This design comes from an exercise in tuning for small area, a short achievable clock period and few clock cycles per item on the open sky130 flow, not from production work.
At most, simulation tests tie the RTL to the original design; equivalence was not proved.
Only the layout flow was run in runs 3 to 7; the RTL was not checked for function there.
Power figures rest on the tool's default switching activity, not on a simulated workload.

`flow/run.sh`:
```
#!/bin/bash
# synth_recipe.tcl (not shown) runs the flow's synth.tcl, then flattens the netlist and writes it again
# the make line also repeats each setting of config.mk as NAME=value (left out here)
make -C /OpenROAD-flow-scripts/flow DESIGN_CONFIG=/design/flow/config.mk WORK_HOME=/design/flow/orfs CLKGATE_MAP_FILE= SYNTH_SCRIPT=/design/flow/synth_recipe.tcl finish
```
`flow/config.mk`:
```
export PLATFORM = sky130hd
export DESIGN_NAME = sort_top
export DESIGN_NICKNAME = sort_top
export VERILOG_FILES = /design/flow/design.v
export SDC_FILE = /design/flow/constraint.sdc
export NUM_CORES = 4
export LEC_CHECK = 0
export CAP_MARGIN = 20
export CORE_MARGIN = 2
export CORE_UTILIZATION = 40
export PLACE_DENSITY = 0.5
export SETUP_SLACK_MARGIN = 4.4
export SLEW_MARGIN = 20
```
`flow/constraint.sdc`:
```
create_clock -name core_clock -period 6.5 [get_ports {t_clk}]
set_input_delay 1.3000 -clock core_clock [delete_from_list [all_inputs] [get_ports {t_clk}]]
set_output_delay 1.3000 -clock core_clock [all_outputs]
set_load 0.01 [all_outputs]
```
`flow/design.v`:
```
`timescale 1ns / 1ps
module sort_top ( t_go, t_rst, t_clk, t_n, t_wr_en, t_wr_addr, t_wr_data, t_sorted_data, t_done);
input t_go, t_rst, t_clk;
input [5:0] t_n;
input t_wr_en;
input [4:0] t_wr_addr;
input [7:0] t_wr_data;
output [7:0] t_sorted_data;
output t_done;
localparam N = 32;
reg [7:0] v [0:N-1];
reg       go_q, wv_q;
reg [5:0] n_q;
reg [4:0] wa_q;
reg [7:0] wd_q;
reg       sorting;       
reg       outp;          
reg       phase;         
reg [5:0] cnt;           
wire idle = ~sorting & ~outp;
wire go = idle & go_q;
wire round = go | sorting;
wire rphase = sorting & phase;     
function gt8(input [7:0] x, input [7:0] y);
  reg [7:0] g, l;
  reg [3:0] g1, l1;
  reg [1:0] g2, l2;
  integer i;
  begin
    g = x & ~y;
    l = ~x & y;
    for (i = 0; i < 4; i = i + 1) begin
      g1[i] = g[2*i+1] | (~l[2*i+1] & g[2*i]);
      l1[i] = l[2*i+1] | (~g[2*i+1] & l[2*i]);
    end
    for (i = 0; i < 2; i = i + 1) begin
      g2[i] = g1[2*i+1] | (~l1[2*i+1] & g1[2*i]);
      l2[i] = l1[2*i+1] | (~g1[2*i+1] & l1[2*i]);
    end
    gt8 = g2[1] | (~l2[1] & g2[0]);
  end
endfunction
wire [N-2:0] sw;
genvar k;
generate
  for (k = 0; k < N-1; k = k + 1) begin : g_pair
    wire in_n = (n_q > k + 1);
    wire par = (k % 2 == 1);
    assign sw[k] = round & (rphase == par) & in_n & gt8(v[k], v[k+1]);
  end
endgenerate
generate
  for (k = 0; k < N; k = k + 1) begin : g_cell
    wire s_wr    = idle & wv_q & (wa_q == k);
    wire s_right = outp | ((k < N-1) ? sw[(k < N-1) ? k : 0] : 1'b0);
    wire s_left  = (k > 0) ? sw[(k > 0) ? k-1 : 0] : 1'b0;
    wire s_hold  = ~(s_wr | s_right | s_left);
    wire [7:0] vr = (k < N-1) ? v[(k < N-1) ? k+1 : k] : 8'd0;
    wire [7:0] vf = (k > 0) ? v[(k > 0) ? k-1 : k] : 8'd0;
    always @(posedge t_clk)
      v[k] <= ({8{s_wr}} & wd_q) | ({8{s_right}} & vr) | ({8{s_left}} & vf) | ({8{s_hold}} & v[k]);
  end
endgenerate
assign t_sorted_data = v[0];
assign t_done = outp;
always @(posedge t_clk) begin
  n_q <= t_n;
  wa_q <= t_wr_addr;
  wd_q <= t_wr_data;
  if (t_rst) begin
    go_q <= 1'b0;
    wv_q <= 1'b0;
  end else begin
    go_q <= t_go;
    wv_q <= t_wr_en;
  end
end
always @(posedge t_clk) begin
  if (t_rst) begin
    sorting <= 1'b0;
    outp <= 1'b0;
  end else if (go) begin
    phase <= 1'b1;
    if (n_q == 6'd1) begin
      outp <= 1'b1;
      cnt <= n_q;
    end else begin
      sorting <= 1'b1;
      cnt <= n_q - 6'd1;
    end
  end else if (sorting) begin
    phase <= ~phase;
    if (cnt == 6'd1) begin
      sorting <= 1'b0;
      outp <= 1'b1;
      cnt <= n_q;
    end else begin
      cnt <= cnt - 6'd1;
    end
  end else if (outp) begin
    if (cnt == 6'd1) outp <= 1'b0;
    cnt <= cnt - 6'd1;
  end
end
endmodule
```
==> summary.txt, run 1 <==
- Outcome: finished clean
- Layout cells sized above 1: 38.5%
- Max-slew violations: 0
- Gpl congestion: 0.872
- H-Tree Depth: 2
- Initial antenna violation count: 0
- Worst vdd ir: 272 uV
- Asr flop ratio synth: 0%
- Post-synthesis sequential area ratio: 30.5%
- Fin crit share: 39.9%
- Crit Reg-Reg Startpoint: v[1][0]
- Cells on worst reg2reg path: 9
- Hold WC Path Type: reg -> reg
- Mapped Cells: 2352
- Antenna Cells: 0
- RR Endpoint: v[2][4]
- 1st-pass router iterations: 5
- Worst slew pin tran: 0.621 ns
- Worst path max stage delay: 0.45 ns
- Residual DRC: 0
- Combinational group share of total power: 51.5%
- Vias in the first global route: 20100
- Synthesized area: 0.0190 mm^2
- Die W: 222 um
- Core box area: 0.0468 mm^2
- F_max: 0.385 GHz
- Initial Utilization: 40.6%
- Crit Path Category: reg -> reg
- Power Total: 12.0 mW
- Critical path's slowest cell: o211ai_1
- Design area: 0.0272 mm^2
- Grt total ovfl: 0
- Worst-path clk slew: 0.06 ns
- IO buf count: 31
- Synth Register Bits: 286
- Total Nets Final: 2609
- Worst skew pair latency: 0.58 ns
- Clock sink count: 286
- Post-Route Setup TNS: 0 ns
- CP Launch Point: v[1][0]
- Most frequent cells in the layout: 218 x nand2_1, 209 x buf_4, 135 x inv_1
- DP HPWL: 46900 um
- Max FO, Critical Path: 7
- Via density: 6.65
- Inst Count DP: 2831
- Number of synthesized flops with an enable pin: 7
- LEAKAGE: 10.1 nW
- Post-synth top area share: 29.4%
- Detailed Route WL: 81500 um
- Total power per unit cell area: 442 mW/mm^2
- Top_reg_cell synth: dfxtp_1
- Sw Share: 42.9%
- Fin crit period: 2.60 ns
- RSZ-0062 raised after global routing: true
- Largest net degree at the start of global routing: 59
- Max_slew headroom: 58.3%
- GRT Total Usage: 31.1%
- Die height: 222 um
- CTS Root Cell: clkbuf_16
- Post-route ant nets: 0
- Clock power frac: 17.6%
- Final hold vios: 0
- Number of buffers created by CTS: 37
- Area grow syn2layout: 43.1%
- Top cell type by total area after synthesis: dfxtp_1
- Most common cell after layout, fill and taps aside: nand2_1
- Cell Area, Placed: 0.0202 mm^2
- Critical Path RT: 6.92 ns
- Flop pwr share: 30.8%
- P_int: 6.86 mW
- Clk_skew: 0.0236 ns
- CP Capture Type: flip-flop
- FP Rows: 79
- Initial DRC count: 2298
- I/O pin total: 32
- Crit-path cells: nor2b_4, maj3_2, maj3_2, o211ai_1, a221oi_4, buf_12, buf_4, a32oi_1, o221ai_1
- Hold Path Origin: v[10][5]
- Wire per inst: 25.4 um
- Post-synth cell types: 91
- CP startpoint kind: flip-flop
- Bufs on Longest Clock Path: 3
- Syn Nets: 2380
- Critical Path AT: 3.02 ns
- Area contributors post-synth: dfxtp_1 29%, a221o_1 6.5%, a32o_1 4.8%
- R2R setup slack: 3.90 ns
- Max-cap violations: 0
- Most frequent CP cell: maj3_2
- Die Area: 0.0492 mm^2
- Synth Warn #: 2
- CTS tree: built
- Hold Crit Depth: 1
- Avg Synthesized Cell Area: 8.07 um^2
- Hold path endpoint: v[10][5]
- # setup viols final: 0
- Via count: 21400
- Post-route insts no fill: 3213
- NetSw: 5.15 mW
- Global-route wire length before repair: 122000 um
==> flip-flops by register name (all words and copies together) (netlist names) <==
register and count:
v 256, wd_q 8, cnt 6, n_q 6
wa_q 5, go_q 1, outp 1, phase 1
sorting 1, wv_q 1
==> cells in the mapped netlist, drive strengths merged, types with 7 or more instances <==
cell type / number
o221ai: 31
or2: 13
buf: 47
nor4: 12
a311o: 9
o31ai: 21
inv: 149
nand4: 25
a2111o: 9
and2: 14
clkbuf: 138
nand2b: 74
a31oi: 15
nor2: 104
a2111oi: 14
a221oi: 75
o2111ai: 11
a21oi: 95
nor2b: 83
nand2: 242
a211o: 24
a32oi: 12
a221o: 123
nand3: 100
a32o: 92
maj3: 105
a211oi: 21
nand3b: 12
nor3: 18
o22ai: 41
a21o: 21
o211ai: 32
or4: 17
and3: 46
a22oi: 10
edfxtp: 7
o311ai: 12
o21a: 15
o21ai: 117
dfxtp: 279
==> worst max-delay path: cells and delay by family (launching register included) <==
| kind | cells | cell delay (ns) |
|---|---|---|
| buffers and inverters | 2 | 0.33 |
| adders and majority gates | 2 | 0.60 |
| DFF | 1 | 0.34 |
| and+or+nand+nor | 1 | 0.12 |
| AOI/OAI and AO/OA | 4 | 1.07 |
==> cell families after synthesis <==
group	after synthesis	share of synthesized area (%)
simple gates	772	20.5
xor+xnor	4	0.184
flops	286	30.5
compound gates	846	35.9
fa+ha+maj	110	5.97
buf+inv	334	6.91
==> stage by stage <==
step	hold WS (ns)	worst slack, ns	utilization [%]
3_3_place_gp	0.483	3.06	43.3
5_1_grt	0.496	3.86	58.1
4_1_cts	0.482	3.87	54.0
2_1_floorplan	0.443	4.14	-
6_report	0.473	3.90	58.1
3_5_place_dp	0.491	2.99	43.3
==> layer usage <==
layer	part of all wire (%)	GRT usage (%)	wire [um]	up-vias
li1	-	-	-	9642
met1	44	42.9	35700	10700
met2	47	50.7	38200	865
met3	6.3	3.80	5170	166
met4	3.0	9.24	2470	0
met5	0	0	0	-
==> final cells by class <==
| cell class | instances | area, um^2 |
|---|---|---|
| Inverter | 149 | 578 |
| Clock buffer | 59 | 1130 |
| Clock inverter | 5 | 78.8 |
| Fill cell | 4140 | 19600 |
| Multi-Input combinational cell | 1756 | 14900 |
| Sequential cell | 286 | 6160 |
| Timing Repair Buffer | 351 | 3570 |
| Tap cell | 607 | 759 |
==> worst max-delay path by stage <==
stage,to,slack (ns),cells after the start
2_1_floorplan,v[30][1],4.14,8
3_3_place_gp,v[28][2],3.06,8
3_5_place_dp,v[5][6],2.99,6
4_1_cts,v[2][4],3.87,8
5_1_grt,v[2][4],3.86,8
6_report,v[2][4],3.90,9
==> what timing repair did <==
action | 4_1_cts | 5_1_grt
buffers inserted | 197 | 86
gates cloned | 27 | 8
pin swaps | 202 | 166
setup endpoints to repair | 280 | 268
resized for setup | 523 | 293
hold buffers | 0 | 0
==> power groups by stage <==
stage          registers (mW)  clock network (mW)  logic (mW)
2_1_floorplan            3.01                   0        3.42
3_3_place_gp             3.56                   0        3.91
3_5_place_dp             3.56                   0        3.97
4_1_cts                  3.59                2.14        5.45
5_1_grt                  3.81                2.22        6.60
6_report                 3.70                2.12        6.19
Testbench counts, summed over its fixed seeds: cycles 4,999, items 1,645.
==> inputs of run 2 (changes only) <==
==> flow/flow/run.sh (new file) <==
#!/bin/bash
# The standard layout (standard.sh), except that abc maps the logic with an
# area-oriented script (flow/area.abc) in place of ORFS's speed script. The
# synthesis is otherwise synth_recipe.tcl unchanged, so the registers and their
# names are the standard synthesis's. Each tool's output goes to a log here.
set -euo pipefail
W=$PWD
{
  printf 'proc abc {args} {\n'
  printf '  set i [lsearch -exact $args -script]\n'
  printf '  if {$i >= 0} { lset args [expr {$i + 1}] %s }\n' "$W/flow/area.abc"
  printf '  yosys abc {*}$args\n'
  printf '}\n'
  cat "$W/synth_recipe.tcl"
} > "$W/area_synth.tcl"
sed "s#SYNTH_SCRIPT=[^ ]*synth_recipe.tcl#SYNTH_SCRIPT=$W/area_synth.tcl#" "$W/standard.sh" > "$W/area_standard.sh"
grep -q "SYNTH_SCRIPT=$W/area_synth.tcl" "$W/area_standard.sh"
bash "$W/area_standard.sh" > "$W/make.log" 2>&1
==> flow/flow/area.abc (new file) <==
strash
dch
map -a
topo
stime -c
==> flow/standard.sh (new file) <==
#!/bin/bash
# synth_recipe.tcl (not shown) runs the flow's synth.tcl, then flattens the netlist and writes it again
# the make line also repeats each setting of config.mk as NAME=value (left out here)
make -C /OpenROAD-flow-scripts/flow DESIGN_CONFIG=/design/flow/config.mk WORK_HOME=/design/flow/orfs CLKGATE_MAP_FILE= SYNTH_SCRIPT=/design/flow/synth_recipe.tcl "${@:-finish}"
--- a/flow/config.mk
+++ b/flow/config.mk
@@ -9,5 +9,5 @@
 export CORE_MARGIN = 2
 export CORE_UTILIZATION = 40
 export PLACE_DENSITY = 0.5
-export SETUP_SLACK_MARGIN = 4.4
+export SETUP_SLACK_MARGIN = 4.0
 export SLEW_MARGIN = 20
removed: flow/run.sh
==> run 2 against run 1 <==
- flip-flop and latch count unchanged
- core utilization down 9.7 points
- worst hold slack better by 0.019 ns
- maximum frequency up 4.8%
- die area down 15%
- synthesized cell count down 0.98%
- clock power down 4%
- combinational power down 34%
- wire length down 28%
- critical endpoint is now t_sorted_data[0]
==> summary.txt, run 2 <==
- Post-route ant nets: 0 (unchanged)
- Inst Count DP: 2894 (+2.2%)
- Fin Hold WS: 0.492 ns (+0.0191 ns)
- Total Nets Final: 2476 (-5.1%)
- Top_reg_cell synth: dfxtp_1
- Critical Path RT: 5.20 ns (-1.72 ns)
- Post-synth cell types: 27 (-70%)
- Post-route insts no fill: 2999 (-6.7%)
- Worst path max stage delay: 0.37 ns (-0.08 ns)
- Avg Synthesized Cell Area: 6.91 um^2 (-14%)
- Synth Warn #: 2 (unchanged)
- Crit path max-delay family: flip-flops
- Post-Route Setup TNS: 0 ns (unchanged)
- Xor/xnor share of the synthesized area: 0.218% (+0.033 points)
- Critical Path AT: 1.18 ns (-1.84 ns)
- Asr flop ratio synth: 0% (unchanged)
- Residual DRC: 0 (unchanged)
- Area grow syn2layout: 19.6%
- Die W: 205 um (-7.8%)
- Critical path's slowest cell: dfxtp_2
- DP HPWL: 42500 um (-9.5%)
- Worst-path clk slew: 0.05 ns (about the same)
- GRT Total Usage: 28.2% (-2.8 points)
- Max_slew headroom: 55.3% (-3.0 points)
- Synth cell count leaders: 461 x nand2_1, 375 x clkinv_1, 317 x nor2_1
- Crit-path cells: clkdlybuf4s15_1
- Final hold vios: 0 (unchanged)
- WL met2: 26500 um (-31%)
- Clk_skew: 0.0191 ns (-0.00457 ns)
- Detailed Route WL: 59000 um (-28%)
- Post-synthesis mux area share: 0% (unchanged)
- Global-route wire length before repair: 94200 um (-23%)
- Bufs on Longest Clock Path: 3 (unchanged)
- Fillcell total: 4115 (-0.60%)
- Most flop-heavy register: v
- Layout cells sized above 1: 11.5% (-27 points)
- Antenna Cells: 0 (unchanged)
- Initial DRC count: 1348 (-41%)
- F_max: 0.404 GHz (+4.8%)
- IO buf count: 31 (unchanged)
- Worst skew pair latency: 0.56 ns (-0.02 ns)
- Crit Path Category: reg -> out
- CP Capture Type: output port
- Regs by FF count: v x256, wd_q x8
- Max-slew violations: 0 (unchanged)
- Post-synth top area share: 34.7% (+5.3 points)
- Initial Utilization: 40.5% (-0.14 points)
- Clock sink count: 286 (unchanged)
- CP startpoint kind: flip-flop
- Metal1 wirelength: 27500 um (-23%)
- Max FFs per register: 256 (unchanged)
- Core box area: 0.0397 mm^2 (-15%)
- # setup viols final: 0 (unchanged)
- Post-synthesis adder-cell area fraction: 0.389% (-5.6 points)
- Die height: 205 um (-7.8%)
- 1st-pass router iterations: 5 (unchanged)
- LEAKAGE: 6.36 nW (-37%)
- Grt total ovfl: 0 (unchanged)
- Top-count cell post-synth: nand2_1
- Number of synthesized flops with an enable pin: 7 (unchanged)
- Synthesized area: 0.0161 mm^2 (-15%)
- Compound-Gate Fraction of Synth Area: 34.5% (-1.4 points)
- Vias in the first global route: 17100 (-15%)
- Max FO, Critical Path: 4 (-3)
- Fin crit period: 2.48 ns (-0.119 ns)
- Total power per unit cell area: 480 mW/mm^2 (+8.6%)
- Synth Register Bits: 286 (unchanged)
- WL met3: 3380 um (-35%)
- Initial antenna violation count: 1 (+1)
- Hold WC Path Type: reg -> reg
- Largest family of logic cells by synthesized area: compound AO/OA/AOI/OAI gates
- Max-cap violations: 0 (unchanged)
- Fin crit share: 38.1% (-1.8 points)
- FP Rows: 73 (-7.6%)
- Via density: 5.95 (-10%)
- Via count: 17900 (-16%)
- Outcome: finished clean
- Buf/Inv on CP: 1 (-1)
- Largest net degree at the start of global routing: 32 (-46%)
- Top cell type by total area after synthesis: dfxtp_1
- Die Area: 0.0418 mm^2 (-15%)
- Most frequent cells in the layout: 426 x nand2_1, 340 x clkinv_1, 269 x nor2_1
- Mapped Cells: 2329 (-0.98%)
- Max Used Layer: met5
- Worst slew pin tran: 0.671 ns (+0.0495 ns)
- H-Tree Depth: 2 (unchanged)
- Most common cell after layout, fill and taps aside: nand2_1
- Area share of and/or/nand/nor cells after synthesis: 20.1% (-0.40 points)
- Gpl congestion: 0.928 (+6.4%)
- I/O pin total: 32 (unchanged)
- Post-synthesis sequential area ratio: 36.0% (+5.5 points)
- Wire per inst: 19.7 um (-23%)
- Worst vdd ir: 230 uV (-16%)
- RSZ-0062 raised after global routing: true
- CTS Root Cell: clkbuf_16
- Syn Nets: 2357 (-0.97%)
- CTS tree: built
- Number of buffers created by CTS: 37 (unchanged)
- Area contributors post-synth: dfxtp_1 35%, nand2_1 11%, o221ai_1 9.5%
-- run 2: cell types whose count changed in the layout (fill, tap and decap cells not counted), sizes merged, moves of 94 or more --
cell | before | now
a21oi | 95 | 189
maj3 | 105 | 0
buf | 325 | 49
nor2 | 104 | 317
nand2 | 243 | 462
a221o | 123 | 0
a31oi | 15 | 118
o221ai | 31 | 175
clkinv | 2 | 357
inv | 149 | 22
-- run 2: worst register-to-register path: cells and delay by family, from the launching register on --
| kind | cells | cell delay, ns |
|---|---|---|
| AO/OA/AOI/OAI | 1 | 0.16 |
| flip-flops | 1 | 0.37 |
| AND/OR/NAND/NOR | 3 | 0.87 |
| buffers and inverters | 2 | 0.88 |
-- run 2: layer usage --
layer	GRT usage, %	vias to the layer above
met4	8.10	2
met1	38.6	8526
met5	0	-
met2	45.7	494
li1	-	8731
met3	4.77	105
-- run 2: cells by family after synthesis --
logic type | after synthesis
compound gates | 822
xor+xnor | 4
fa+ha+maj | 5
buf+inv | 375
flops | 286
simple gates | 837
-- run 2: path summary, 6_finish.rpt --
path	startpoint	endpoint	slack, ns	depth (start not counted)
hold reg to reg	v[0][4]	v[0][4]	0.49	2
hold / removal	v[0][4]	v[0][4]	0.49	2
setup / recovery	v[0][0]	t_sorted_data[0]	4.02	1
setup reg to reg	outp	v[5][5]	4.10	6
-- run 2: report_power, final --
part	total, mW	switching, mW	leakage (nW)	internal (mW)
sequential	3.11	0.706	2.37	2.40
combinational	4.09	2.62	3.40	1.47
clock	2.04	0.833	0.590	1.21
total	9.24	4.16	6.36	5.08
-- run 2: cell type report --
type                       instances  area, um^2  area share (%)
inverter                         375        1450            7.52
multi-input combinational       1669        9430            49.0
clock buffer                      57        1140            5.94
sequential                       286        5820            30.3
tap                              525         657            3.41
timing repair buffer              79         694            3.61
clock inverter                     8        46.3           0.241
-- run 2: per-stage QoR --
stage	instance area (um^2)	setup slack, ns	total power, mW	util (%)
6_report	19200	4.02	9.24	48.4
5_1_grt	19200	3.95	9.94	48.4
4_1_cts	18900	3.95	9.11	47.6
3_5_place_dp	17100	2.80	6.74	43.2
3_3_place_gp	17100	2.99	6.70	43.2
2_1_floorplan	16100	3.99	5.57	-
-- run 2: timing repair --
| action | in CTS | in global routing |
|---|---|---|
| setup endpoints to repair | 265 | 260 |
| cloned | 0 | 1 |
| setup buffers | 24 | 15 |
| pin swaps | 14 | 9 |
| hold endpoints to repair | 0 | 0 |
| hold buffers | 0 | 0 |
| gates resized for setup | 151 | 84 |
==> inputs of run 3 (changes only) <==
==> flow/design.v (replaced) <==
`timescale 1ns / 1ps
module sort_top ( t_go, t_rst, t_clk, t_n, t_wr_en, t_wr_addr, t_wr_data, t_sorted_data, t_done);
input t_go, t_rst, t_clk;
input [5:0] t_n;
input t_wr_en;
input [4:0] t_wr_addr;
input [7:0] t_wr_data;
output [7:0] t_sorted_data;
output t_done;
localparam N = 32;
reg [7:0] v [0:N-1];
reg       act_e;         
reg       act_o;         
reg       outp;          
reg [5:0] cnt;           
reg [5:0] n_q;           
reg       calm;          
wire idle = ~act_e & ~act_o & ~outp;
function gt8(input [7:0] x, input [7:0] y);
  reg [7:0] g, l;
  reg [3:0] g1, l1;
  reg [1:0] g2, l2;
  integer i;
  begin
    g = x & ~y;
    l = ~x & y;
    for (i = 0; i < 4; i = i + 1) begin
      g1[i] = g[2*i+1] | (~l[2*i+1] & g[2*i]);
      l1[i] = l[2*i+1] | (~g[2*i+1] & l[2*i]);
    end
    for (i = 0; i < 2; i = i + 1) begin
      g2[i] = g1[2*i+1] | (~l1[2*i+1] & g1[2*i]);
      l2[i] = l1[2*i+1] | (~g1[2*i+1] & l1[2*i]);
    end
    gt8 = g2[1] | (~l2[1] & g2[0]);
  end
endfunction
wire [N-2:0] sw;
genvar k;
generate
  for (k = 0; k < N-1; k = k + 1) begin : g_pair
    wire act = (k % 2 == 1) ? act_o : act_e;
    assign sw[k] = act & (n_q > k + 1) & gt8(v[k], v[k+1]);
  end
endgenerate
generate
  for (k = 0; k < N; k = k + 1) begin : g_cell
    wire s_wr    = t_wr_en & (t_wr_addr == k);
    wire s_right = outp | ((k < N-1) ? sw[(k < N-1) ? k : 0] : 1'b0);
    wire s_left  = (k > 0) ? sw[(k > 0) ? k-1 : 0] : 1'b0;
    wire s_hold  = ~(s_wr | s_right | s_left);
    wire [7:0] vr = (k < N-1) ? v[(k < N-1) ? k+1 : k] : 8'd0;
    wire [7:0] vf = (k > 0) ? v[(k > 0) ? k-1 : k] : 8'd0;
    always @(posedge t_clk)
      v[k] <= ({8{s_wr}} & t_wr_data) | ({8{s_right}} & vr) | ({8{s_left}} & vf) | ({8{s_hold}} & v[k]);
  end
endgenerate
assign t_sorted_data = v[0];
assign t_done = outp;
always @(posedge t_clk) begin
  n_q <= t_n;
  if (t_rst) begin
    act_e <= 1'b0;
    act_o <= 1'b0;
    outp <= 1'b0;
  end else if (idle) begin
    act_e <= t_go;
    cnt <= t_n;
    calm <= 1'b0;
  end else if (act_e | act_o) begin
    calm <= ~(|sw);
    if (cnt == 6'd1 || (calm && !(|sw))) begin
      act_e <= 1'b0;
      act_o <= 1'b0;
      outp <= 1'b1;
      cnt <= n_q;
    end else begin
      act_e <= act_o;
      act_o <= act_e;
      cnt <= cnt - 6'd1;
    end
  end else begin
    if (cnt == 6'd1) outp <= 1'b0;
    cnt <= cnt - 6'd1;
  end
end
endmodule
==> run 3 against run 2 <==
- combinational power grew 7.6%
- synthesized cell count decreased by 3.3%
- cell count fell by 1.2%
- global-route usage shrank 0.36 points
- core utilization increased by 3.2 points
- sequential power up 4%
- still clean
- clock skew is 0.0031 ns lower
- synthesized area down 2.4%
==> summary.txt, run 3 <==
- Grt total ovfl: 0 (unchanged)
- RSZ-0062 raised after global routing: true
- Mapped Cells: 2251 (-3.3%)
- F_max: 0.328 GHz (-19%)
- Critical Path RT: 6.80 ns (+1.60 ns)
- LEAKAGE: 6.94 nW (+9.1%)
- Fillcell total: 3868 (-6.0%)
- Die height: 202 um (-1.2%)
- Max FFs per register: 256 (unchanged)
- Wire per inst: 19.5 um (-0.68%)
- Synth cell count leaders: 531 x nand2_1, 351 x clkinv_1, 265 x dfxtp_1
- Asr flop ratio synth: 0% (unchanged)
- Layout cells sized above 1: 23.3% (+12 points)
- DP HPWL: 41500 um (-2.3%)
- Initial Utilization: 40.6% (+0.13 points)
- Clk_skew: 0.0160 ns (-0.00305 ns)
- Buf/Inv on CP: 4 (+3)
- Hold Buf Count CTS: 0 (unchanged)
- Bufs on Longest Clock Path: 3 (unchanged)
- CP Capture Type: flip-flop
- Initial DRC count: 1127 (-16%)
- Crit-path cells: nor2_4, clkinv_4, buf_4, o311ai_4, nand4_1, nor4_4, nand4_1, o21ai_2, clkinv_2, nor2_4, clkinv_4, o21ai_2, o21ai_1
- Inst Count DP: 2806 (-3.0%)
- Worst skew pair latency: 0.55 ns (about the same)
- Max-cap violations: 0 (unchanged)
- PnR worst setup slack: 3.45 ns (-0.571 ns)
- Fin crit share: 46.9% (+8.8 points)
- Dpl ws: 2.42 ns (-0.385 ns)
- Initial antenna violation count: 0 (-1)
- Top_reg_cell synth: dfxtp_1
- Worst path max stage delay: 0.40 ns (+0.03 ns)
- 1st-pass router iterations: 6 (+1)
- Regs by FF count: v x256, cnt x6, n_q x6
- Number of buffers created by CTS: 35 (-5.4%)
- # setup viols final: 0 (unchanged)
- Area contributors post-synth: dfxtp_1 34%, nand2_1 13%, a22oi_1 9.0%
- Vias in the first global route: 16600 (-3.0%)
- Most common cell after layout, fill and taps aside: nand2_1
- Core box area: 0.0386 mm^2 (-2.7%)
- Post-route insts no fill: 2963 (-1.2%)
- Worst-path clk slew: 0.06 ns (about the same)
- Total Nets Final: 2445 (-1.3%)
- Worst slew pin tran: 0.961 ns (+0.290 ns)
- Top-count cell post-synth: nand2_1
- Max FO, Critical Path: 6 (+2)
- Die W: 202 um (-1.2%)
- Detailed Route WL: 57800 um (-1.9%)
- I/O pin total: 32 (unchanged)
- Number of synthesized flops with an enable pin: 7 (unchanged)
- Utilization after layout: 51.6% (+3.2 points)
- Fin crit period: 3.05 ns (+0.571 ns)
- Post-synth top area share: 33.8% (-0.93 points)
- Global-route wire length before repair: 92200 um (-2.1%)
- Worst vdd ir: 222 uV (-3.2%)
- Final hold vios: 0 (unchanged)
- IO buf count: 31 (unchanged)
- Residual DRC: 0 (unchanged)
- Hold WC Path Type: reg -> reg
- Crit path max-delay family: simple AND/OR/NAND/NOR gates
- Synthesized area: 0.0157 mm^2 (-2.4%)
- Critical path's slowest cell: nor4_4
- GRT Total Usage: 27.9% (-0.36 points)
- Critical Path AT: 3.35 ns (+2.17 ns)
- Via density: 5.92 (-0.66%)
- Die Area: 0.0408 mm^2 (-2.4%)
- Post-synth cell types: 29 (+7.4%)
- Register Area: 0.00564 mm^2 (-3.1%)
- Outcome: finished clean
- Synth Register Bits: 272 (-4.9%)
- Post-Route Setup TNS: 0 ns (unchanged)
- Multi-input logic area: 0.0100 mm^2 (+6.2%)
- Synth Warn #: 2 (unchanged)
- Antenna Cells: 0 (unchanged)
- Avg Synthesized Cell Area: 6.97 um^2 (+0.97%)
- Area grow syn2layout: 27.1%
- CTS tree: built
- Post-synthesis sequential area ratio: 35.1% (-0.90 points)
- Most frequent cells in the layout: 504 x nand2_1, 235 x clkinv_1, 188 x a22oi_1
- Max_slew headroom: 35.9% (-19 points)
- H-Tree Depth: 2 (unchanged)
- Syn Nets: 2276 (-3.4%)
- Crit Path Category: reg -> reg
- CTS Root Cell: clkbuf_16
- FP Rows: 72 (-1.4%)
- Via count: 17500 (-1.8%)
- Clock sink count: 272 (-4.9%)
- Top cell type by total area after synthesis: dfxtp_1
- Largest net degree at the start of global routing: 32 (unchanged)
- Total power per unit cell area: 477 mW/mm^2 (-0.59%)
- Post-route ant nets: 0 (unchanged)
- CP startpoint kind: flip-flop
- Most flop-heavy register: v
- Gpl congestion: 0.865 (-6.8%)
- Max-slew violations: 0 (unchanged)
## run 3: cell count changes in the layout (fill, tap and decap cells not counted), sizes merged, moves of 71 or more
cell,before,now
a21oi,189,78
nor2,317,207
o221ai,175,75
o211ai,29,128
a22oi,96,189
clkinv,357,286
## run 3: per-stage QoR
stage,total power [mW],instance area [um^2],hold slack (ns)
after floorplan,5.87,16000,0.437
after global placement,7.04,17000,0.445
after detailed placement,7.08,17000,0.457
after CTS,9.27,19300,0.468
after global routing,10.3,20000,0.481
final,9.52,20000,0.463
## run 3: cells by family (layout without fill, tap and decap cells)
family	count (synthesis)	in the layout	synth area share (%)
xor gates and xnor gates	4	4	0.223
adders and majority gates	2	2	0.159
DFF	272	272	35.1
buffers and inverters	351	543	8.39
AOI/OAI and AO/OA	790	790	35.3
and+or+nand+nor	832	834	20.7
## run 3: timing repair
action / CTS / global route
gates resized for setup: 241 / 216
buffers inserted: 62 / 30
setup endpoints to repair: 275 / 259
gates cloned: 3 / 0
pin swaps: 42 / 43
## run 3: worst paths after layout
path           start  endpoint  slack, ns  cells after the start
min reg2reg  v[4][4]   v[4][4]       0.46                      2
max           n_q[5]    cnt[5]       3.45                     13
max reg2reg   n_q[5]    cnt[5]       3.45                     13
min          v[4][4]   v[4][4]       0.46                      2
## run 3: worst register-to-register path: stages (launching register included)
cell and delay (ns):
dfxtp_4 0.38, nor2_4 0.15, clkinv_4 0.10, buf_4 0.15, o311ai_4 0.33, nand4_1 0.20, nor4_4 0.40, nand4_1 0.20
o21ai_2 0.22, clkinv_2 0.10, nor2_4 0.22, clkinv_4 0.14, o21ai_2 0.14, o21ai_1 0.07
## run 3: layout make-up
class | count | share of cell area [%]
flip-flops and latches | 272 | 28.3
repair inverters | 1 | 0.0439
clock buffers | 59 | 5.35
multi-input cells | 1630 | 50.2
clock inverters | 3 | 0.0752
well taps | 518 | 3.25
inverters | 351 | 7.25
repair buffers | 129 | 5.52
## run 3: routing by layer
| metal | wire length, um | vias up | global-route usage [%] |
|---|---|---|---|
| met5 | 0 | - | 0 |
| met4 | 1290 | 0 | 8.45 |
| met3 | 2430 | 81 | 2.81 |
| met2 | 27000 | 437 | 46.0 |
| met1 | 27100 | 8389 | 38.5 |
| li1 | - | 8621 | - |
## run 3: report_power, final
group / leakage (nW) / internal (mW) / switching (mW) / total, mW
logic: 4.11 / 1.67 / 2.73 / 4.40
registers: 2.30 / 2.40 / 0.837 / 3.24
clock network: 0.530 / 1.11 / 0.774 / 1.89
total: 6.94 / 5.18 / 4.34 / 9.52
==> inputs of run 4 (changes only) <==
--- a/flow/design.v
+++ b/flow/design.v
@@ -14,7 +14,8 @@
 reg       outp;          
 reg [5:0] cnt;           
 reg [5:0] n_q;           
-reg       calm;          
+reg       calm1;         
+reg       calm2;         
 wire idle = ~act_e & ~act_o & ~outp;
 function gt8(input [7:0] x, input [7:0] y);
   reg [7:0] g, l;
@@ -66,10 +67,12 @@
   end else if (idle) begin
     act_e <= t_go;
     cnt <= t_n;
-    calm <= 1'b0;
+    calm1 <= 1'b0;
+    calm2 <= 1'b0;
   end else if (act_e | act_o) begin
-    calm <= ~(|sw);
-    if (cnt == 6'd1 || (calm && !(|sw))) begin
+    calm1 <= ~(|sw);
+    calm2 <= calm1;
+    if (cnt == 6'd1 || (calm1 && calm2)) begin
       act_e <= 1'b0;
       act_o <= 1'b0;
       outp <= 1'b1;
==> run 4 against run 3 <==
- still clean on timing, DRC and antenna
- first-iteration DRC count increased by 19%
- combinational power fell by 2%
- total power increased by 1.8%
- clock power increased by 6%
- critical endpoint is now t_sorted_data[0]
==> summary.txt, run 4 <==
- Critical path's slowest cell: dfxtp_2
- Crit-path cells: clkdlybuf4s15_1
- Most frequent cells in the layout: 578 x nand2_1, 305 x clkinv_1, 248 x dfxtp_1
- Most common cell after layout, fill and taps aside: nand2_1
- Post-synth cell types: 27 (-6.9%)
- Via count: 17800 (+1.5%)
- Number of buffers created by CTS: 37 (+5.7%)
- Multi-input logic area: 0.00981 mm^2 (-2.1%)
- Residual DRC: 0 (unchanged)
- Fin crit period: 2.47 ns (-0.578 ns)
- Post-synthesis sequential area ratio: 35.0% (-0.13 points)
- Vias in the first global route: 17000 (+2.8%)
- Initial Utilization: 40.8% (+0.18 points)
- Top-count cell post-synth: nand2_1
- Outcome: finished clean
- Total Nets Final: 2483 (+1.6%)
- Hold Path Origin: v[28][2]
- Top_reg_cell synth: dfxtp_1
- Number of synthesized flops with an enable pin: 8 (+1)
- Avg Synthesized Cell Area: 6.85 um^2 (-1.7%)
- Largest net degree at the start of global routing: 32 (unchanged)
- IO buf count: 31 (unchanged)
- I/O pin total: 32 (unchanged)
- Worst vdd ir: 206 uV (-7.4%)
- 1st-pass router iterations: 5 (-1)
- Post-synth top area share: 33.5% (-0.30 points)
- Hold Buf Count CTS: 0 (unchanged)
- Antenna Cells: 0 (unchanged)
- Area contributors post-synth: dfxtp_1 33%, nand2_1 14%, clkinv_1 8.6%
- Max FO, Critical Path: 4 (-2)
- Bufs on Longest Clock Path: 3 (unchanged)
- Worst path max stage delay: 0.38 ns (-0.02 ns)
- Synthesized area: 0.0158 mm^2 (+0.91%)
- Buf/Inv on CP: 1 (-3)
- Hold path endpoint: v[28][2]
- Fin crit share: 38.0% (-8.9 points)
- WP depth: 1 (-12)
- F_max: 0.405 GHz (+23%)
- Post-route ant nets: 0 (unchanged)
- Fillcell total: 3903 (+0.90%)
- Most flop-heavy register: v
- CTS Root Cell: clkbuf_16
- Worst-path clk slew: 0.06 ns (about the same)
- Grt total ovfl: 0 (unchanged)
- Top cell type by total area after synthesis: dfxtp_1
- Worst slew pin tran: 0.982 ns (+0.0203 ns)
- Max-slew violations: 0 (unchanged)
- Max FFs per register: 256 (unchanged)
- Synth cell count leaders: 598 x nand2_1, 365 x clkinv_1, 265 x dfxtp_1
- Regs by FF count: v x256, cnt x6, n_q x6
- Mapped Cells: 2311 (+2.7%)
- Critical Path RT: 5.20 ns (-1.60 ns)
- Worst skew pair latency: 0.55 ns (about the same)
- Area grow syn2layout: 24.1%
- Clock sink count: 273 (+0.37%)
- Detailed Route WL: 58500 um (+1.1%)
- FP Rows: 72 (unchanged)
- Syn Nets: 2336 (+2.6%)
- CP startpoint kind: flip-flop
- DP HPWL: 42200 um (+1.7%)
- Core box area: 0.0388 mm^2 (+0.47%)
- Hold Crit Depth: 2 (unchanged)
- Hold WC Path Type: reg -> reg
- Die height: 203 um (+0.45%)
- H-Tree Depth: 2 (unchanged)
- Crit path max-delay family: flip-flops
- Cells on worst reg2reg path: 9 (-4)
- Synth Register Bits: 273 (+0.37%)
- # setup viols final: 0 (unchanged)
- Crit Path Category: reg -> out
- RSZ-0062 raised after global routing: true
- R2R setup slack: 4.04 ns (+0.59 ns)
- Register Area: 0.00557 mm^2 (-1.3%)
- Critical Path AT: 1.17 ns (-2.18 ns)
- CP Capture Type: output port
- Layout cells sized above 1: 14.4% (-8.9 points)
- Initial DRC count: 1344 (+19%)
- Die W: 203 um (+0.45%)
- Clk_skew: 0.0133 ns (-0.00268 ns)
- Post-Route Setup TNS: 0 ns (unchanged)
- Crit Reg-Reg Startpoint: n_q[5]
- Via density: 5.93 (+0.18%)
- Max-cap violations: 0 (unchanged)
- Asr flop ratio synth: 0% (unchanged)
- Total power per unit cell area: 493 mW/mm^2 (+3.3%)
- Gpl congestion: 0.848 (-2.0%)
- GRT Total Usage: 28.1% (+0.25 points)
- Wire per inst: 19.5 um (-0.21%)
- Max_slew headroom: 34.6% (-1.4 points)
- RR Endpoint: calm1
- Die Area: 0.0412 mm^2 (+0.89%)
- Final hold vios: 0 (unchanged)
- Synth Warn #: 2 (unchanged)
- LEAKAGE: 6.76 nW (-2.6%)
- Inst Count DP: 2867 (+2.2%)
- CTS tree: built
- Post-route insts no fill: 3001 (+1.3%)
- Global-route wire length before repair: 93300 um (+1.2%)
- Initial antenna violation count: 0 (unchanged)
run 4: changes by cell type after synthesis, moves of 13 or more:
cell	previous run	this run
nand2_1	531	598
o22ai_1	32	19
o2111ai_1	48	77
a22oi_1	189	169
a221o_2	14	1
clkinv_1	351	365
o211ai_1	128	110
run 4: through the flow:
stage / utilization, % / area [um^2] / worst slack (ns) / power (mW) / hold slack [ns]
2_1_floorplan: - / 15900 / 3.95 / 6.01 / 0.446
3_3_place_gp: 43.6 / 16900 / 2.81 / 7.26 / 0.456
3_5_place_dp: 43.6 / 16900 / 2.82 / 7.33 / 0.462
4_1_cts: 49.4 / 19200 / 3.96 / 9.53 / 0.477
5_1_grt: 50.6 / 19700 / 3.88 / 10.5 / 0.513
6_report: 50.6 / 19700 / 4.03 / 9.69 / 0.483
run 4: worst max path at each step:
stage                 start                to  slack [ns]
2_1_floorplan      v[29][3]          v[28][0]        3.95
3_3_place_gp       v[29][3]          v[28][0]        2.81
3_5_place_dp   t_wr_addr[3]          v[12][7]        2.82
4_1_cts              n_q[5]             calm1        3.96
5_1_grt              n_q[2]             calm1        3.88
6_report            v[0][0]  t_sorted_data[0]        4.03
run 4: cells by family after synthesis:
logic type	Yosys count	share of synthesized area, %
compound gates	764	33.7
xor+xnor	4	0.221
fa+ha+maj	2	0.158
buf+inv	365	8.65
flops	273	35.0
simple gates	903	22.3
run 4: cell type report:
type / count / share of cell area (%)
clock buffers: 60 / 5.82
clock inverters: 4 / 0.121
inverters: 365 / 7.48
multi-input cells: 1673 / 49.9
flip-flops and latches: 273 / 28.3
well taps: 518 / 3.30
repair buffers: 108 / 5.05
run 4: routing by layer:
| metal | vias to the layer above | share of wire, % | GRT usage (%) |
|---|---|---|---|
| li1 | 8694 | - | - |
| met1 | 8522 | 46 | 37.8 |
| met2 | 445 | 46 | 45.5 |
| met3 | 123 | 4.9 | 4.14 |
| met4 | 0 | 3.2 | 10.9 |
| met5 | - | 0 | 0 |
run 4: repair_timing:
action,4_1_cts,5_1_grt
setup buffers,45,24
endpoints found under the setup margin,266,258
gates resized for setup,202,103
endpoints found under the hold margin,0,0
gates cloned,0,1
pin swaps,32,32
run 4: power by group:
part	internal [mW]	leakage, nW	switching, mW
clock network	1.20	0.576	0.798
registers	2.43	2.28	0.942
logic	1.61	3.90	2.71
==> inputs of run 5 (changes only) <==
==> flow/design.v (replaced) <==
`timescale 1ns / 1ps
module sort_top ( t_go, t_rst, t_clk, t_n, t_wr_en, t_wr_addr, t_wr_data, t_sorted_data, t_done);
input t_go, t_rst, t_clk;
input [5:0] t_n;
input t_wr_en;
input [4:0] t_wr_addr;
input [7:0] t_wr_data;
output [7:0] t_sorted_data;
output t_done;
localparam R = 4;        
localparam C = 8;        
reg [7:0] v [0:R-1][0:C-1];
reg       act_e;         
reg       act_o;         
reg       merge;         
reg       calm;          
reg [3:0] cnt;           
reg [5:0] left;          
reg [3:0] rl [0:R-1];    
reg [5:0] n_q;           
reg [7:0] out_q;
reg       done_q;
wire idle = ~act_e & ~act_o & ~merge;
function gt8(input [7:0] x, input [7:0] y);
  reg [7:0] g, l;
  reg [3:0] g1, l1;
  reg [1:0] g2, l2;
  integer i;
  begin
    g = x & ~y;
    l = ~x & y;
    for (i = 0; i < 4; i = i + 1) begin
      g1[i] = g[2*i+1] | (~l[2*i+1] & g[2*i]);
      l1[i] = l[2*i+1] | (~g[2*i+1] & l[2*i]);
    end
    for (i = 0; i < 2; i = i + 1) begin
      g2[i] = g1[2*i+1] | (~l1[2*i+1] & g1[2*i]);
      l2[i] = l1[2*i+1] | (~g1[2*i+1] & l1[2*i]);
    end
    gt8 = g2[1] | (~l2[1] & g2[0]);
  end
endfunction
wire [C-2:0] sw [0:R-1];
wire [R-1:0] row_sw;
wire [R-1:0] hv;
wire [R-1:0] win;
genvar r, j, q;
generate
  for (r = 0; r < R; r = r + 1) begin : g_row
    for (j = 0; j < C-1; j = j + 1) begin : g_pair
      wire act = (j % 2 == 1) ? act_o : act_e;
      assign sw[r][j] = act & (n_q > R * (j + 1) + r) & gt8(v[r][j], v[r][j+1]);
    end
    assign row_sw[r] = |sw[r];
    assign hv[r] = (rl[r] != 4'd0);
    wire [R-1:0] beats;
    for (q = 0; q < R; q = q + 1) begin : g_beat
      if (q == r) begin : g_self
        assign beats[q] = 1'b1;
      end else if (q < r) begin : g_lo
        assign beats[q] = ~hv[q] | gt8(v[q][0], v[r][0]);
      end else begin : g_hi
        assign beats[q] = ~hv[q] | ~gt8(v[r][0], v[q][0]);
      end
    end
    assign win[r] = hv[r] & (&beats);
  end
endgenerate
generate
  for (r = 0; r < R; r = r + 1) begin : g_rc
    for (j = 0; j < C; j = j + 1) begin : g_cell
      wire s_wr    = t_wr_en & (t_wr_addr == R * j + r);
      wire s_right = (merge & win[r]) | ((j < C-1) ? sw[r][(j < C-1) ? j : 0] : 1'b0);
      wire s_left  = (j > 0) ? sw[r][(j > 0) ? j-1 : 0] : 1'b0;
      wire s_hold  = ~(s_wr | s_right | s_left);
      wire [7:0] vr = (j < C-1) ? v[r][(j < C-1) ? j+1 : j] : 8'd0;
      wire [7:0] vf = (j > 0) ? v[r][(j > 0) ? j-1 : j] : 8'd0;
      always @(posedge t_clk)
        v[r][j] <= ({8{s_wr}} & t_wr_data) | ({8{s_right}} & vr) | ({8{s_left}} & vf) | ({8{s_hold}} & v[r][j]);
    end
    always @(posedge t_clk) begin
      if (idle)
        rl[r] <= (t_n + (R - 1 - r)) >> 2;
      else if (merge & win[r])
        rl[r] <= rl[r] - 4'd1;
    end
  end
endgenerate
wire [7:0] head_min = ({8{win[0]}} & v[0][0]) | ({8{win[1]}} & v[1][0]) | ({8{win[2]}} & v[2][0]) | ({8{win[3]}} & v[3][0]);
assign t_sorted_data = out_q;
assign t_done = done_q;
always @(posedge t_clk) begin
  n_q <= t_n;
  out_q <= head_min;
  if (t_rst) begin
    act_e <= 1'b0;
    act_o <= 1'b0;
    merge <= 1'b0;
    done_q <= 1'b0;
  end else begin
    done_q <= merge;
    if (idle) begin
      act_e <= t_go;
      cnt <= (t_n + 6'd3) >> 2;
      left <= t_n;
      calm <= 1'b0;
    end else if (act_e | act_o) begin
      calm <= ~(|row_sw);
      if (cnt == 4'd1 || (calm && !(|row_sw))) begin
        act_e <= 1'b0;
        act_o <= 1'b0;
        merge <= 1'b1;
      end else begin
        act_e <= act_o;
        act_o <= act_e;
        cnt <= cnt - 4'd1;
      end
    end else begin
      if (left == 6'd1) merge <= 1'b0;
      left <= left - 6'd1;
    end
  end
end
endmodule
==> run 5 against run 4 <==
- non-clock buffer count up 143
- register-to-register slack worse by 0.18 ns
- count of clock-buffer cells in the layout up 2
- critical path depth up 4
- flip-flop and latch count up 28
- cell count up 8.7%
- maximum frequency down 6.3%
- synthesized area up 8.3%
- sequential power up 14%
- sequential share of layout area down 1.4 points
==> summary.txt, run 5 <==
- Outcome: finished clean
- Layout cells sized above 1: 32.5% (+18 points)
- Combinational group share of total power: 52.1% (+7.5 points)
- Fin crit period: 2.64 ns (+0.166 ns)
- Hold Buf Count CTS: 0 (unchanged)
- Post-synthesis sequential area ratio: 36.7% (+1.7 points)
- Hold WC Path Type: reg -> reg
- Top_reg_cell synth: dfxtp_1
- Vias in the first global route: 18800 (+10%)
- Critical Path AT: 2.82 ns (+1.65 ns)
- Critical Path RT: 6.69 ns (+1.49 ns)
- Initial DRC count: 1903 (+42%)
- Flop pwr share: 30.6% (-4.2 points)
- Wire per inst: 22.8 um (+17%)
- Asr flop ratio synth: 0% (unchanged)
- PnR worst setup slack: 3.86 ns (-0.166 ns)
- Via count: 20200 (+14%)
- Detailed Route WL: 74300 um (+27%)
- Antenna Cells: 0 (unchanged)
- Dpl ws: 2.65 ns (-0.170 ns)
- Clock sink count: 301 (+10%)
- Clock power frac: 17.3% (-3.3 points)
- Synth cell count leaders: 500 x nand2_1, 389 x clkinv_1, 274 x dfxtp_1
- Syn Nets: 2439 (+4.4%)
- Most frequent cells in the layout: 453 x nand2_1, 206 x clkinv_1, 180 x dfxtp_1, 180 x buf_4, 151 x a22oi_1
- Grt total ovfl: 0 (unchanged)
- Max FO, Critical Path: 10 (+6)
- Area contributors post-synth: dfxtp_1 32%, nand2_1 11%, clkinv_1 8.5%
- Worst slew pin tran: 0.801 ns (-0.180 ns)
- Fillcell total: 3888 (-0.38%)
- Worst vdd ir: 282 uV (+37%)
- RSZ-0062 raised after global routing: true
- CTS Root Cell: clkbuf_16
- GRT Total Usage: 32.5% (+4.3 points)
- Initial Utilization: 40.7% (-0.075 points)
- Post-synth top area share: 32.0% (-1.5 points)
- Post-Route Setup TNS: 0 ns (unchanged)
- Number of synthesized flops with an enable pin: 27 (+19)
- Worst-path clk slew: 0.06 ns (about the same)
- Clk_skew: 0.0181 ns (+0.00479 ns)
- Bufs on Longest Clock Path: 3 (unchanged)
- Post-synth cell types: 35 (+30%)
- NetSw: 5.84 mW (+31%)
- Synthesized area: 0.0172 mm^2 (+8.3%)
- Worst skew pair latency: 0.57 ns (+0.02 ns)
- Total Nets Final: 2733 (+10%)
- # setup viols final: 0 (unchanged)
- Die height: 211 um (+4.0%)
- Residual DRC: 0 (unchanged)
- Crit Path Category: reg -> reg
- LEAKAGE: 8.79 nW (+30%)
- Fin crit share: 40.5% (+2.6 points)
- Via density: 6.19 (+4.5%)
- CP Capture Type: flip-flop
- Die W: 211 um (+4.0%)
- H-Tree Depth: 2 (unchanged)
- F_max: 0.379 GHz (-6.3%)
- Final hold vios: 0 (unchanged)
- Gpl congestion: 0.981 (+16%)
- FP Rows: 75 (+4.2%)
- Max_slew headroom: 46.2% (+12 points)
- IO buf count: 31 (unchanged)
- Initial antenna violation count: 0 (unchanged)
- Number of buffers created by CTS: 38 (+2.7%)
- Max-slew violations: 0 (unchanged)
- Die Area: 0.0446 mm^2 (+8.2%)
- Max FFs per register: 256 (unchanged)
- Synth Register Bits: 301 (+10%)
- Largest net degree at the start of global routing: 41 (+28%)
- Max-cap violations: 0 (unchanged)
- Regs by FF count: v x256, rl x16, out_q x8
- Core box area: 0.0421 mm^2 (+8.5%)
- Most common cell after layout, fill and taps aside: nand2_1
- I/O pin total: 32 (unchanged)
- Top cell type by total area after synthesis: dfxtp_1
- Mapped Cells: 2402 (+3.9%)
- DP HPWL: 50400 um (+19%)
- Most flop-heavy register: v
- CTS tree: built
- Avg Synthesized Cell Area: 7.14 um^2 (+4.2%)
- CP startpoint kind: flip-flop
- Sw Share: 46.7% (+0.77 points)
- Top-count cell post-synth: nand2_1
- Post-route ant nets: 0 (unchanged)
- Total power per unit cell area: 519 mW/mm^2 (+5.3%)
- 1st-pass router iterations: 5 (unchanged)
- Synth Warn #: 3 (+1)
- Area grow syn2layout: 40.4%
- P_int: 6.66 mW (+27%)
- Global-route wire length before repair: 112000 um (+20%)
run 5: changes by cell type after synthesis, moves of 12 or more:
cell | previous run | this run
o22ai_1 | 19 | 42
nand2_1 | 598 | 500
o21ai_0 | 99 | 145
o221ai_1 | 77 | 139
o211ai_1 | 110 | 74
ha_1 | 2 | 14
o2111ai_1 | 77 | 49
clkinv_1 | 365 | 389
nor2_1 | 206 | 236
edfxtp_1 | 8 | 27
a31oi_1 | 105 | 85
a21oi_1 | 85 | 100
run 5: power by group through the flow:
| stage | combinational, mW | clock (mW) | sequential (mW) |
|---|---|---|---|
| floorplan | 3.47 | 0 | 3.35 |
| global placement | 4.76 | 0 | 3.65 |
| detailed placement | 4.79 | 0 | 3.65 |
| CTS | 5.85 | 2.18 | 3.71 |
| global route | 7.08 | 2.26 | 3.92 |
| finish | 6.51 | 2.16 | 3.83 |
run 5: per-layer routing:
metal	part of all wire [%]	global-route usage (%)	up-vias	wire (um)
met3	7.6	6.18	185	5650
met4	4.1	12.2	0	3010
li1	-	-	9429	-
met1	42	43.7	9713	31500
met5	0	0	-	0
met2	46	51.6	868	34100
run 5: per-stage QoR:
step	cell area [um^2]	util [%]	hold slack (ns)	total power, mW	std cells
after floorplan	17500	-	0.437	6.82	2402
after global placement	18500	43.9	0.446	8.41	2981
after detailed placement	18500	43.9	0.455	8.43	2981
after CTS	22700	54.0	0.468	11.7	3189
after global routing	24100	57.2	0.509	13.3	3262
final	24100	57.2	0.481	12.5	3262
run 5: cell families after synthesis:
family                   Yosys count  synth area share (%)
XOR/XNOR                          11                 0.562
multiplexers                       1                0.0583
flip-flops                       301                  36.7
adder cells (fa/ha/maj)           14                  1.02
AND/OR/NAND/NOR                  852                  19.6
AO/OA/AOI/OAI                    834                  33.5
buffers and inverters            389                  8.51
run 5: final timing paths:
| check | startpoint | to | slack [ns] | cells past startpoint |
|---|---|---|---|---|
| hold reg to reg | v[15][7] | v[15][7] | 0.48 | 2 |
| setup / recovery | act_e | rl[1][3] | 3.86 | 5 |
| setup reg to reg | act_e | rl[1][3] | 3.86 | 5 |
| hold / removal | v[15][7] | v[15][7] | 0.48 | 2 |
run 5: layout make-up:
class	instances	area, um^2	area share (%)
multi-input combinational	1715	11500	47.9
sequential	301	6480	26.9
timing repair buffer	251	2310	9.61
inverter	389	1830	7.58
clock buffer	62	1190	4.96
tap	539	674	2.80
clock inverter	5	50.0	0.208
run 5: worst max-delay path: stages (launching register included):
cell,delay [ns]
dfxtp_2,0.39
nor2_1,0.31
clkinv_1,0.28
nor2_2,0.16
clkinv_1,0.51
o21ai_1,0.59
run 5: timing repair:
action / CTS / global route
buffers inserted: 138 / 73
gates cloned: 3 / 0
resized for setup: 567 / 277
pin swaps: 101 / 83
endpoints found under the setup margin: 299 / 282
==> inputs of run 6 (changes only) <==
--- a/flow/design.v
+++ b/flow/design.v
@@ -13,7 +13,8 @@
 reg       act_e;         
 reg       act_o;         
 reg       merge;         
-reg       calm;          
+reg       calm1;         
+reg       calm2;         
 reg [3:0] cnt;           
 reg [5:0] left;          
 reg [3:0] rl [0:R-1];    
@@ -103,10 +104,12 @@
       act_e <= t_go;
       cnt <= (t_n + 6'd3) >> 2;
       left <= t_n;
-      calm <= 1'b0;
+      calm1 <= 1'b0;
+      calm2 <= 1'b0;
     end else if (act_e | act_o) begin
-      calm <= ~(|row_sw);
-      if (cnt == 4'd1 || (calm && !(|row_sw))) begin
+      calm1 <= ~(|row_sw);
+      calm2 <= calm1;
+      if (cnt == 4'd1 || (calm1 && calm2)) begin
         act_e <= 1'b0;
         act_o <= 1'b0;
         merge <= 1'b1;
==> run 6 against run 5 <==
- still clean on timing, DRC and antenna
- critical path depth is 8 higher
- total power decreased by 3.7%
- clock power grew 2%
- maximum frequency decreased by 3.2%
- synthesized cell count down 4.3%
- worst setup slack got worse by 0.086 ns
- non-clock buffer count down 47
- die area shrank 1.4%
- wire length is 3.0% lower
- flip-flop and latch count grew 1
- critical path type unchanged
- largest cell class unchanged
==> summary.txt, run 6 <==
- Design area: 0.0230 mm^2 (-4.4%)
- Die height: 210 um (-0.72%)
- Worst path max stage delay: 0.48 ns (-0.11 ns)
- Most frequent cells in the layout: 329 x nand2_1, 260 x clkinv_1, 235 x dfxtp_1
- Grt total ovfl: 0 (unchanged)
- Residual DRC: 0 (unchanged)
- CP startpoint kind: flip-flop
- Most common cell after layout, fill and taps aside: nand2_1
- GRT Total Usage: 31.9% (-0.51 points)
- Buf/Inv on CP: 3 (+1)
- Clock sink count: 302 (+0.33%)
- RR Endpoint: v[14][7]
- CTS Root Cell: clkbuf_16
- Antenna Cells: 0 (unchanged)
- Power Total: 12.0 mW (-3.7%)
- Avg Synthesized Cell Area: 7.36 um^2 (+3.0%)
- Max-cap violations: 0 (unchanged)
- Synth cell count leaders: 373 x nand2_1, 371 x clkinv_1, 274 x dfxtp_1
- I/O pin total: 32 (unchanged)
- H-Tree Depth: 2 (unchanged)
- Crit Path Category: reg -> reg
- Post-Route Setup TNS: 0 ns (unchanged)
- Cells on worst reg2reg path: 13 (+8)
- Crit Reg-Reg Startpoint: v[0][5]
- Fin crit period: 2.72 ns (+0.0865 ns)
- Max_slew headroom: 47.2% (+0.99 points)
- RSZ-0062 raised after global routing: true
- Initial DRC count: 2110 (+11%)
- Vias in the first global route: 18200 (-3.3%)
- Global-route wire length before repair: 109000 um (-2.3%)
- Initial Utilization: 40.4% (-0.32 points)
- Regs by FF count: v x256, rl x16, out_q x8
- Post-synth top area share: 32.4% (+0.47 points)
- Final hold vios: 0 (unchanged)
- Critical path's slowest cell: a2111oi_4
- Top-count cell post-synth: nand2_1
- Most frequent CP cell: clkinv_4
- Fin crit share: 41.9% (+1.3 points)
- R2R setup slack: 3.78 ns (-0.09 ns)
- Critical Path AT: 3.16 ns (+0.34 ns)
- Worst skew pair latency: 0.57 ns (about the same)
- Most flop-heavy register: v
- Cell Area, Placed: 0.0182 mm^2 (-1.9%)
- Clk_skew: 0.0217 ns (+0.00354 ns)
- # setup viols final: 0 (unchanged)
- Number of synthesized flops with an enable pin: 28 (+3.7%)
- Core box area: 0.0419 mm^2 (-0.67%)
- Mapped Cells: 2298 (-4.3%)
- CP Launch Point: v[0][5]
- CTS tree: built
- Syn Nets: 2335 (-4.3%)
- Die W: 210 um (-0.72%)
- Max-slew violations: 0 (unchanged)
- Die Area: 0.0439 mm^2 (-1.4%)
- DP HPWL: 49700 um (-1.4%)
- Outcome: finished clean
- Max FFs per register: 256 (unchanged)
- WP depth: 13 (+8)
- Bufs on Longest Clock Path: 3 (unchanged)
- Worst vdd ir: 276 uV (-2.1%)
- Largest net degree at the start of global routing: 26 (-37%)
- Hold Buf Count CTS: 0 (unchanged)
- Post-route ant nets: 0 (unchanged)
- Via density: 6.27 (+1.3%)
- Number of buffers created by CTS: 38 (unchanged)
- Hold WC Path Type: reg -> reg
- Area contributors post-synth: dfxtp_1 32%, o221ai_1 9.7%, nand2_1 8.3%
- Wire per inst: 23.1 um (+1.7%)
- Top_reg_cell synth: dfxtp_1
- Crit-path cells: nor2_1, o21ai_0, nand3_2, o211a_4, a2111oi_4, nand2_2, clkinv_4, nor2_4, clkinv_4, nor3_4, buf_6, a221oi_2, o21ai_1
- Critical Path RT: 6.94 ns (+0.25 ns)
- Crit path max-delay family: compound AO/OA/AOI/OAI gates
- Worst slew pin tran: 0.787 ns (-0.0147 ns)
- Gpl congestion: 0.949 (-3.2%)
- Synthesized area: 0.0169 mm^2 (-1.5%)
- Total power per unit cell area: 522 mW/mm^2 (+0.67%)
- LEAKAGE: 8.10 nW (-7.9%)
- Top cell type by total area after synthesis: dfxtp_1
- FP Rows: 75 (unchanged)
- F_max: 0.367 GHz (-3.2%)
- Hold Path Origin: v[7][3]
- CP Capture Type: flip-flop
- Detailed Route WL: 72100 um (-3.0%)
- CP Capture Point: v[14][7]
- Post-synth cell types: 38 (+8.6%)
- Fin Hold WS: 0.484 ns (+0.00283 ns)
- Fillcell total: 3943 (+1.4%)
- Initial antenna violation count: 0 (unchanged)
- Asr flop ratio synth: 0% (unchanged)
- Max FO, Critical Path: 8 (-2)
- Area grow syn2layout: 36.3%
- Total Nets Final: 2583 (-5.5%)
- Layout cells sized above 1: 27.0% (-5.5 points)
- IO buf count: 31 (unchanged)
- Worst-path clk slew: 0.06 ns (about the same)
- Synth Warn #: 3 (unchanged)
- Synth Register Bits: 302 (+0.33%)
- Post-synthesis sequential area ratio: 37.4% (+0.72 points)
- 1st-pass router iterations: 7 (+2)
- Via count: 19500 (-3.3%)
run 6: cell types whose count changed in the layout (fill, tap and decap cells not counted), sizes merged, moves of 24 or more:
cell and delta:
nor2 +33, buf -45, inv -24, nand2 -128, a31oi -56, o221ai +48
run 6: worst min-delay path: cells and delay by family (launching register included):
family          cells  cell delay, ns
compound gates      1            0.06
flops               1            0.33
simple gates        1            0.06
run 6: timing repair:
item                                    CTS  global route
endpoints found under the setup margin  303           282
pin swaps                                58            73
cloned                                    4             0
gates resized for setup                 365           281
setup buffers                           105            59
run 6: worst min-delay path by stage:
stage,endpoint,slack (ns),cells past startpoint
after floorplan,v[29][0],0.44,2
after global routing,v[29][0],0.51,2
after CTS,v[29][0],0.48,2
after detailed placement,v[7][3],0.46,2
after global placement,v[7][3],0.46,2
final,v[7][3],0.48,2
run 6: where the power goes:
group / internal, mW / switching (mW)
combinational: 2.45 / 3.65
clock: 1.32 / 0.878
sequential: 2.75 / 0.990
total: 6.51 / 5.52
run 6: per-layer routing:
metal	up-vias	track usage (%)	share of wire (%)
li1	9126	-	-
met1	9417	44.2	43
met2	805	50.1	45
met3	177	5.45	7.9
met4	0	11.7	3.7
met5	-	0	0
run 6: cell families (layout without fill, tap and decap cells):
kind of cell | count (synthesis) | after routing | share of synthesized area (%)
fa+ha+maj | 14 | 14 | 1.04
compound gates | 831 | 831 | 34.7
simple gates | 771 | 775 | 18.2
buf+inv | 371 | 643 | 8.24
xor+xnor | 9 | 9 | 0.466
flops | 302 | 302 | 37.4
run 6: layout make-up:
class | instances | area, um^2 | area share [%]
timing repair buffer | 204 | 1810 | 7.87
inverter | 371 | 1640 | 7.12
clock buffer | 60 | 1180 | 5.11
multi-input combinational | 1629 | 11200 | 48.7
clock inverter | 8 | 90.1 | 0.391
sequential | 302 | 6430 | 27.9
tap | 539 | 674 | 2.93
run 6: metrics by stage:
stage | cells | setup slack, ns | utilization (%)
6_report | 3113 | 3.78 | 55.0
5_1_grt | 3113 | 3.68 | 55.0
4_1_cts | 3054 | 3.77 | 51.5
3_5_place_dp | 2877 | 2.68 | 43.4
3_3_place_gp | 2877 | 2.64 | 43.4
2_1_floorplan | 2298 | 3.91 | -
==> inputs of run 7 (changes only) <==
--- a/flow/config.mk
+++ b/flow/config.mk
@@ -7,7 +7,8 @@
 export LEC_CHECK = 0
 export CAP_MARGIN = 20
 export CORE_MARGIN = 2
-export CORE_UTILIZATION = 40
-export PLACE_DENSITY = 0.5
+export CORE_UTILIZATION = 55
+export CTS_BUF_LIST = sky130_fd_sc_hd__clkbuf_8
+export PLACE_DENSITY = 0.65
 export SETUP_SLACK_MARGIN = 4.0
 export SLEW_MARGIN = 20
==> run 7 against run 6 <==
- core utilization increased by 19 points
- flip-flop and latch count unchanged
- combinational power decreased by 3.8%
- critical path depth is 1 higher
- synthesized cell count stayed put
- total power decreased by 5.6%
- clock power decreased by about 20%
- largest power group unchanged
- still clean on timing, DRC and antenna
==> summary.txt, run 7 <==
- Synth cell count leaders: 373 x nand2_1, 371 x clkinv_1, 274 x dfxtp_1
- Flop pwr share: 32.7% (+1.6 points)
- CTS tree: built
- Worst path max stage delay: 0.41 ns (-0.07 ns)
- Die Area: 0.0322 mm^2 (-27%)
- Outcome: finished clean
- Worst skew pair latency: 0.64 ns (+0.07 ns)
- CTS Root Cell: clkbuf_8
- Synth Warn #: 3 (unchanged)
- RSZ-0062 raised after global routing: true
- Critical Path AT: 3.28 ns (+0.12 ns)
- Post-synth cell types: 38 (unchanged)
- Avg Synthesized Cell Area: 7.36 um^2 (unchanged)
- Inst Count DP: 2734 (-5.0%)
- Hold Buf Count CTS: 0 (unchanged)
- FP Rows: 64 (-15%)
- Post-route insts no fill: 2986 (-4.1%)
- Top cell type by total area after synthesis: dfxtp_1
- Crit Path Category: reg -> reg
- Final hold vios: 0 (unchanged)
- Hold WC Path Type: reg -> reg
- DP HPWL: 45000 um (-9.3%)
- Max FFs per register: 256 (unchanged)
- Initial Utilization: 55.6% (+15 points)
- Max-slew violations: 0 (unchanged)
- Clk_skew: 0.0356 ns (+0.0139 ns)
- Die W: 179 um (-14%)
- Antenna Cells: 0 (unchanged)
- Grt total ovfl: 0 (unchanged)
- Most frequent cells in the layout: 325 x nand2_1, 279 x clkinv_1, 235 x dfxtp_1
- Crit path max-delay family: compound AO/OA/AOI/OAI gates
- Mapped Cells: 2298 (unchanged)
- Die height: 179 um (-14%)
- Max FO, Critical Path: 8 (unchanged)
- Post-synth top area share: 32.4% (unchanged)
- Area contributors post-synth: dfxtp_1 32%, o221ai_1 9.7%, nand2_1 8.3%
- Fin crit period: 2.72 ns (-0.00371 ns)
- P_int: 5.95 mW (-8.7%)
- 1st-pass router iterations: 8 (+1)
- Area grow syn2layout: 33.7%
- Initial DRC count: 2754 (+31%)
- Top_reg_cell synth: dfxtp_1
- Buf/Inv on CP: 5 (+2)
- Syn Nets: 2335 (unchanged)
- CP Capture Type: flip-flop
- NetSw: 5.42 mW (-1.9%)
- Detailed Route WL: 68700 um (-4.7%)
- Asr flop ratio synth: 0% (unchanged)
- Post-Route Setup TNS: 0 ns (unchanged)
- Max_slew headroom: 43.1% (-4.2 points)
- LEAKAGE: 8.03 nW (-0.95%)
- # setup viols final: 0 (unchanged)
- Worst-path clk slew: 0.06 ns (about the same)
- IO buf count: 31 (unchanged)
- CP startpoint kind: flip-flop
- F_max: 0.368 GHz (+0.14%)
- Layout cells sized above 1: 26.8% (-0.21 points)
- Most common cell after layout, fill and taps aside: nand2_1
- Crit-path cells: clkinv_2, a22oi_2, o41ai_4, nand3_1, a41oi_2, a2111oi_4, nand2_2, clkinv_4, buf_6, buf_6, nor2_4, o211ai_1, buf_4, o221ai_2
- Fillcell total: 2334 (-41%)
- H-Tree Depth: 2 (unchanged)
- Total power per unit cell area: 503 mW/mm^2 (-3.7%)
- Most frequent CP cell: buf_6
- Post-route ant nets: 0 (unchanged)
- Via count: 20400 (+4.4%)
- Critical path's slowest cell: o41ai_4
- Core box area: 0.0304 mm^2 (-27%)
- Bufs on Longest Clock Path: 3 (unchanged)
- Initial antenna violation count: 2 (+2)
- Largest net degree at the start of global routing: 26 (unchanged)
- Combinational group share of total power: 51.6% (+0.9 points)
run 7: cell counts after synthesis:
Identical to the previous run, type by type.
run 7: logic make-up after synthesis:
logic type / share of synthesized area [%]
AO/OA/AOI/OAI: 34.7
XOR/XNOR: 0.466
adder cells (fa/ha/maj): 1.04
buffers and inverters: 8.24
flip-flops: 37.4
AND/OR/NAND/NOR: 18.2
run 7: worst paths after layout:
path | startpoint | endpoint | cells past startpoint
hold / removal | v[7][3] | v[7][3] | 2
setup reg to reg | v[24][0] | v[13][2] | 14
hold reg to reg | v[7][3] | v[7][3] | 2
setup / recovery | v[24][0] | v[13][2] | 14
run 7: final cells by class:
type	instances	area, um^2	share of cell area (%)
clock buffers	62	853	3.78
clock inverters	37	185	0.819
inverters	371	1600	7.09
multi-input cells	1628	11200	49.7
flip-flops and latches	302	6430	28.5
well taps	396	495	2.19
repair buffers	188	1770	7.82
repair inverters	2	21.3	0.0941
run 7: tightest hold or removal path, cell delays in order, from the launching register on:
cell,delay [ns]
dfxtp_1,0.33
nand2_1,0.06
o221ai_1,0.06
run 7: power by group through the flow:
stage	combinational (mW)	clock, mW	sequential (mW)
after global placement	4.23	0	3.58
after global routing	6.31	1.85	3.80
final	5.87	1.77	3.72
after detailed placement	4.32	0	3.59
after floorplan	3.23	0	3.31
after CTS	4.94	1.77	3.61
run 7: layer usage:
metal	global-route usage [%]	routed length (um)	vias to the layer above
li1	-	-	9097
met1	53.8	26900	9548
met2	61.2	29900	1424
met3	10.8	8600	315
met4	16.9	3280	2
met5	0	44	-
run 7: what timing repair did:
action / in CTS / in global routing
resized for setup: 349 / 309
endpoints found under the setup margin: 299 / 282
cloned: 4 / 2
pin swaps: 43 / 74
buffers inserted: 98 / 49
run 7: metrics by stage:
step | util, % | setup WS, ns | hold slack (ns) | power, mW | cell area (um^2)
global placement | 59.2 | 2.79 | 0.458 | 7.81 | 18000
floorplan | - | 3.91 | 0.443 | 6.54 | 17100
global route | 74.3 | 3.70 | 0.519 | 11.9 | 22600
detailed placement | 59.2 | 2.78 | 0.464 | 7.91 | 18000
CTS | 68.9 | 3.86 | 0.479 | 10.3 | 21000
finish | 74.3 | 3.78 | 0.480 | 11.4 | 22600

Re-timed with assumed drivers on the ports (clkbuf_16 on the clock, buf_2 on other inputs), run 7 has 3.782 ns of setup slack against 3.782 ns with ideal ports, and 3.187 ns once port delays also move by the mid clock arrival of 0.677 ns.
